From an optimization exercise on the open Yosys and OpenROAD flow, aimed at small area; shortcuts taken in it are not production practice.
RTL that was checked went through simulation tests only; none was proved equivalent to the original.
The clock port is modelled as an ideal driver; clocking choices that lean on that would not hold on a real chip.

==> inputs of v23 <==
==> flow/design.v <==
module clockDiv (
    input  logic clk,
    input  logic rst,
    output logic tick
);
    localparam logic [14:0] S0   = 15'd3873;
    localparam logic [14:0] SR   = 15'd3872;
    localparam logic [14:0] ST   = 15'd18554;
    localparam logic [14:0] MASK = 15'd30716;
    localparam logic [14:0] P    = 15'b010101010101010;
    logic [14:0] v;    
    logic [14:0] s;    
    logic [14:0] s_next;
    assign s    = v ^ P;
    assign tick = ((s ^ ST) & MASK) == 15'd0;
    always_comb begin
        if (rst)       s_next = S0;
        else if (tick) s_next = SR;
        else           s_next = {s[13:0], ~(s[14] ^ s[13])};
    end
    always_ff @(posedge clk) v <= s_next ^ P;
endmodule
module btn_debouncer (
    input  logic clk,
    input  logic rst,
    input  logic tick,
    input  logic btn,
    output logic pulse
);
    logic a, b;
    assign pulse = a & b;
    always_ff @(posedge clk) begin
        if (rst) begin
            a <= 1'b0;
            b <= 1'b0;
        end else if (tick) begin
            a <= a ? btn : b;
            b <= ~a & (b | btn);
        end
    end
endmodule
module uart_tx (
    input  logic       clk,
    input  logic       rst,
    input  logic       tick,
    input  logic [7:0] data,
    input  logic       push_btn,
    input  logic       send_btn,
    output logic       tx,
    output logic [7:0] TXREG
);
    localparam logic [3:0] IDLE = 4'b0000, S0 = 4'b0001, START = 4'b0011, STOP = 4'b0010;
    logic [3:0] c, c_next;
    logic [7:0] q1, q2, q3, q4;
    logic [7:0] h;
    logic       idle, push, load;
    logic [7:0] pe, he, le, ke;
    assign idle  = (c == IDLE);
    assign push  = tick & idle & push_btn;
    assign load  = tick & idle & send_btn;
    assign TXREG = q4;
    assign tx = c[3] ? h[c[2:0]] : (c != START);
    always_comb begin
        c_next = c;
        if (tick) begin
            case (c)
                IDLE:    c_next = send_btn ? S0 : IDLE;
                S0:      c_next = START;
                START:   c_next = 4'b1000;
                STOP:    c_next = IDLE;
                4'b1111: c_next = STOP;
                default: c_next = c + 4'd1;
            endcase
        end
        if (rst) c_next = IDLE;
    end
    always_ff @(posedge clk) c <= c_next;
    assign pe = {8{push & ~rst}};
    assign he = {8{~push & ~rst}};
    always_ff @(posedge clk) begin
        q4 <= (pe & data) | (he & q4);
        q3 <= (pe & q4)   | (he & q3);
        q2 <= (pe & q3)   | (he & q2);
        q1 <= (pe & q2)   | (he & q1);
    end
    assign le = {8{load}};
    assign ke = {8{~load}};
    always_ff @(posedge clk) h <= (le & q1) | (ke & h);
endmodule
module uart_rx (
    input  logic       clk,
    input  logic       rst,
    input  logic       tick,
    input  logic       rxd,
    output logic [7:0] RXBUF
);
    logic       r;
    logic [2:0] m;
    logic [7:0] we, he;
    logic       g;
    assign g = tick & r & ~rst;
    always_comb begin
        for (int i = 0; i < 8; i++) we[i] = g & (m == i);
        we[7] = tick & ~rst & (~r | (m == 3'd7));    
        he = ~we & {8{~rst}};
    end
    always_ff @(posedge clk) begin
        if (rst) begin
            r <= 1'b0;
            m <= 3'd0;
        end else if (tick) begin
            if (!r) begin
                if (!rxd) r <= 1'b1;
            end else begin
                m <= m + 3'd1;
                if (m == 3'd7) r <= 1'b0;
            end
        end
    end
    always_ff @(posedge clk) begin
        RXBUF[6:0] <= (we[6:0] & {7{rxd}}) | (he[6:0] & RXBUF[6:0]);
        RXBUF[7]   <= (we[7] & r & rxd) | (he[7] & RXBUF[7]);
    end
endmodule
module top (
    input  logic       clk,
    input  logic       rst,
    input  logic [7:0] data,
    input  logic       BTNC,
    input  logic       BTND,
    input  logic       received,
    output logic       transmitted,
    output logic [7:0] RXBUF,
    output logic [7:0] TXREG
);
    logic tick, push, send;
    clockDiv      div (.clk(clk), .rst(rst), .tick(tick));
    btn_debouncer dbd (.clk(clk), .rst(rst), .tick(tick), .btn(BTND), .pulse(push));
    btn_debouncer dbc (.clk(clk), .rst(rst), .tick(tick), .btn(BTNC), .pulse(send));
    uart_tx transmitter (
        .clk(clk), .rst(rst), .tick(tick), .data(data),
        .push_btn(push), .send_btn(send), .tx(transmitted), .TXREG(TXREG)
    );
    uart_rx receiver (
        .clk(clk), .rst(rst), .tick(tick), .rxd(received), .RXBUF(RXBUF)
    );
endmodule
==> flow/run.sh <==
#!/bin/bash
# synth_recipe.tcl (not shown) runs the flow's synth.tcl, then flattens the netlist and writes it again
# the make line also repeats each setting of config.mk as NAME=value (left out here)
make -C /OpenROAD-flow-scripts/flow DESIGN_CONFIG=/design/flow/config.mk WORK_HOME=/design/flow/orfs CLKGATE_MAP_FILE= SYNTH_SCRIPT=/design/flow/synth_recipe.tcl finish
==> flow/config.mk <==
export PLATFORM = sky130hd
export DESIGN_NAME = top
export DESIGN_NICKNAME = top
export VERILOG_FILES = /design/flow/design.v
export SDC_FILE = /design/flow/constraint.sdc
export NUM_CORES = 4
export LEC_CHECK = 0
export CAP_MARGIN = 20
export CORE_MARGIN = 2
export CORE_UTILIZATION = 40
export PLACE_DENSITY = 0.6
export SLEW_MARGIN = 20
==> flow/constraint.sdc <==
create_clock -name core_clock -period 10.0 [get_ports {clk}]
set_input_delay 2.0000 -clock core_clock [delete_from_list [all_inputs] [get_ports {clk}]]
set_output_delay 2.0000 -clock core_clock [all_outputs]
set_load 0.01 [all_outputs]
==> inputs of v1, as changes to v23 <==
--- a/flow/design.v
+++ b/flow/design.v
@@ -70,5 +70,7 @@
                 STOP:    c_next = IDLE;
                 4'b1111: c_next = STOP;
-                default: c_next = c + 4'd1;
+                4'b1000: c_next = 4'b1001; 4'b1001: c_next = 4'b1010; 4'b1010: c_next = 4'b1011;
+                4'b1011: c_next = 4'b1100; 4'b1100: c_next = 4'b1101; 4'b1101: c_next = 4'b1110;
+                4'b1110: c_next = 4'b1111; default: c_next = IDLE;
             endcase
         end
@@ -113,5 +115,8 @@
                 if (!rxd) r <= 1'b1;
             end else begin
-                m <= m + 3'd1;
+                case (m)
+                    3'd0: m <= 3'd1; 3'd1: m <= 3'd2; 3'd2: m <= 3'd3; 3'd3: m <= 3'd4;
+                    3'd4: m <= 3'd5; 3'd5: m <= 3'd6; 3'd6: m <= 3'd7; default: m <= 3'd0;
+                endcase
                 if (m == 3'd7) r <= 1'b0;
             end
==> flow/flow/run.sh (new file) <==
#!/bin/bash
# Layout flow: ORFS via the standard.sh, with
#  - synthesis as standard.sh's (synth_recipe.tcl + ORFS synth.tcl) except
#    that ABC maps with an area-oriented script (flow/area.abc);
#  - ports buffered with buf_1;
#  - a one-level clock distribution instead of TritonCTS's H-tree
#    (flow/pre_cts.tcl, flow/manual_cts.tcl).
# Each step's output goes to its own log in this folder.
set -euo pipefail
export BUFFER_PORTS_ARGS="-buffer_cell sky130_fd_sc_hd__buf_1"
export PRE_CTS_TCL="$PWD/flow/pre_cts.tcl"
export CLKBUF_CELL=sky130_fd_sc_hd__clkbuf_8
export CLKBUF_N=4
export AREA_ABC_SCRIPT="$PWD/flow/area.abc"

# synthesis script: synth_recipe.tcl with its "source .../synth.tcl" line
# replaced by the patched ORFS synthesis
sed "s#^source \$::env(SCRIPTS_DIR)/synth.tcl\$#source $PWD/flow/synth_patch.tcl#" synth_recipe.tcl > my_synth.tcl
grep -q "synth_patch.tcl" my_synth.tcl
# the same make call as standard.sh, with our synthesis script, up to synth
sed -e "s#SYNTH_SCRIPT=[^ ]*#SYNTH_SCRIPT=$PWD/my_synth.tcl#" \
    -e 's#"${@:-finish}"#synth#' \
    -e '/^if \[\[/,$d' standard.sh > my_synth.sh
bash my_synth.sh > synth.log 2>&1
# the rest of the standard flow (synthesis results are up to date)
bash standard.sh > standard.log 2>&1
==> flow/flow/area.abc (new file) <==
&get -n
&st
&dch -f
&nf -a -R 1000
&put
==> flow/flow/manual_cts.tcl (new file) <==
proc mcts_split { items k } {
  # items: list of {iterm x y}; returns a list of k clusters
  if { $k <= 1 } { return [list $items] }
  set xs {}; set ys {}
  foreach it $items { lappend xs [lindex $it 1]; lappend ys [lindex $it 2] }
  set xs [lsort -integer $xs]; set ys [lsort -integer $ys]
  set dx [expr { [lindex $xs end] - [lindex $xs 0] }]
  set dy [expr { [lindex $ys end] - [lindex $ys 0] }]
  set idx [expr { $dx >= $dy ? 1 : 2 }]
  set sorted [lsort -integer -index $idx $items]
  set k1 [expr { $k / 2 }]
  set n1 [expr { ([llength $items] * $k1 + $k / 2) / $k }]
  return [concat [mcts_split [lrange $sorted 0 [expr { $n1 - 1 }]] $k1] \
                 [mcts_split [lrange $sorted $n1 end] [expr { $k - $k1 }]]]
}

proc manual_clock_buffer { bufcell nbuf } {
  set block [ord::get_db_block]
  set master [[ord::get_db] findMaster $bufcell]
  set clknet [$block findNet clk]
  set items {}
  foreach it [$clknet getITerms] {
    set box [[$it getInst] getBBox]
    lappend items [list $it [expr { ([$box xMin] + [$box xMax]) / 2 }] \
                            [expr { ([$box yMin] + [$box yMax]) / 2 }]]
  }
  set k 0
  foreach cluster [mcts_split $items $nbuf] {
    set net [odb::dbNet_create $block "clknet_$k"]
    $net setSigType CLOCK
    set inst [odb::dbInst_create $block $master "clkbuf_root_$k"]
    set sx 0; set sy 0
    foreach item $cluster {
      set it [lindex $item 0]
      $it disconnect
      $it connect $net
      incr sx [lindex $item 1]; incr sy [lindex $item 2]
    }
    set c [llength $cluster]
    $inst setLocation [expr { $sx / $c - [$master getWidth] / 2 }] \
                      [expr { $sy / $c - [$master getHeight] / 2 }]
    $inst setPlacementStatus PLACED
    [$inst findITerm A] connect $clknet
    [$inst findITerm X] connect $net
    incr k
  }
}
==> flow/flow/pre_cts.tcl (new file) <==
# Sourced by ORFS's cts.tcl before its clock_tree_synthesis call
# (PRE_CTS_TCL). Replaces that call with a one-level clock distribution:
# the clock port drives CLKBUF_N buffers of type CLKBUF_CELL, each driving
# one cluster of flip-flops.
source [file join [file dirname [info script]] manual_cts.tcl]
rename clock_tree_synthesis orfs_clock_tree_synthesis
proc clock_tree_synthesis { args } {
  manual_clock_buffer $::env(CLKBUF_CELL) $::env(CLKBUF_N)
  set_propagated_clock [all_clocks]
}
==> flow/flow/synth_patch.tcl (new file) <==
# Runs ORFS's synth.tcl with one change: the final ABC technology mapping
# uses flow/area.abc (area-oriented &nf) instead of ORFS's abc_speed.script.
# Everything before and after ABC (and so every register) is as in the
# standard synthesis.
proc area_abc_args { a } {
  set i [lsearch -exact $a -script]
  if { $i >= 0 } { lset a [expr { $i + 1 }] $::env(AREA_ABC_SCRIPT) }
  return $a
}
set f [open $::env(SCRIPTS_DIR)/synth.tcl]
set orfs_synth [read $f]
close $f
set n [regsub -all {log_cmd abc \{\*\}\$abc_args} $orfs_synth {log_cmd abc {*}[area_abc_args $abc_args]} orfs_synth]
if { $n != 1 } { error "synth_patch.tcl: ABC call not found in synth.tcl" }
eval $orfs_synth
==> flow/standard.sh (new file) <==
#!/bin/bash
# synth_recipe.tcl (not shown) runs the flow's synth.tcl, then flattens the netlist and writes it again
# the make line also repeats each setting of config.mk as NAME=value (left out here)
make -C /OpenROAD-flow-scripts/flow DESIGN_CONFIG=/design/flow/config.mk WORK_HOME=/design/flow/orfs CLKGATE_MAP_FILE= SYNTH_SCRIPT=/design/flow/synth_recipe.tcl "${@:-finish}"
Settings changed: CORE_UTILIZATION 40 to 85, PLACE_DENSITY 0.6 to 0.9.
removed: flow/run.sh
==> summary of the runs <==
In v1 the synthesized cell count is lower than in v23, by about 13%.
v23 completed without violations. v1 aborted during 3_3_place_gp, error GPL-0301.
Synthesized area: v23 is larger than v1 (12%).
==> figures <==
item	v1	v23
Vertical extent of the die	58.0 um	87.3 um
Outcome	did not finish	no timing/DRC/antenna violations
Stage where the flow stopped	3_3_place_gp	-
Rows	19	30
Starting density of the core	90.0%	41.0%
Area share of the largest cell type after synthesis	54.0%	48.4%
Post-Synth Simple-Gate Area	12.1%	11.7%
Post-Synthesis Cell Area	0.00248 mm2	0.00277 mm2
Post-synthesis net count	226	267
Mean area per synthesized cell	11.7 um2	11.4 um2
Synth Instances	212	243
Multiplexer area fraction after synthesis	2.62%	3.07%
Function not checked in v23: the RTL went through the layout flow alone.

what the ideal ports hide:
No port has a modelled driver above. Below, the same layout with a new extraction and two added sets of constraints.
Step 1 sets driving cells, clkbuf_16 on the clock port and buf_2 on the other inputs (assumed; they add their load-dependent delay and slew).
Step 2 moves the port delays by t, midway between the first and last clock arrival at a register: inputs arrive t later, outputs are due t later. That takes back most of the time a late clock gives input paths.
a / b / c = ideal ports / drivers / drivers and shift; a / b = the first two.
run: v23
shift t [ns]: 0.359
setup slack, ns: 5.907 / 5.878 / 6.238
hold WS [ns]: 0.380 / 0.380 / 0.380
worst register clock-pin slew, ns: 0.07 / 0.07
pins driven straight from the clock port: 1
After both steps v23 still meets setup and hold. The setup slack of v23 moves by -0.029 ns with the drivers and by +0.331 ns with both steps.
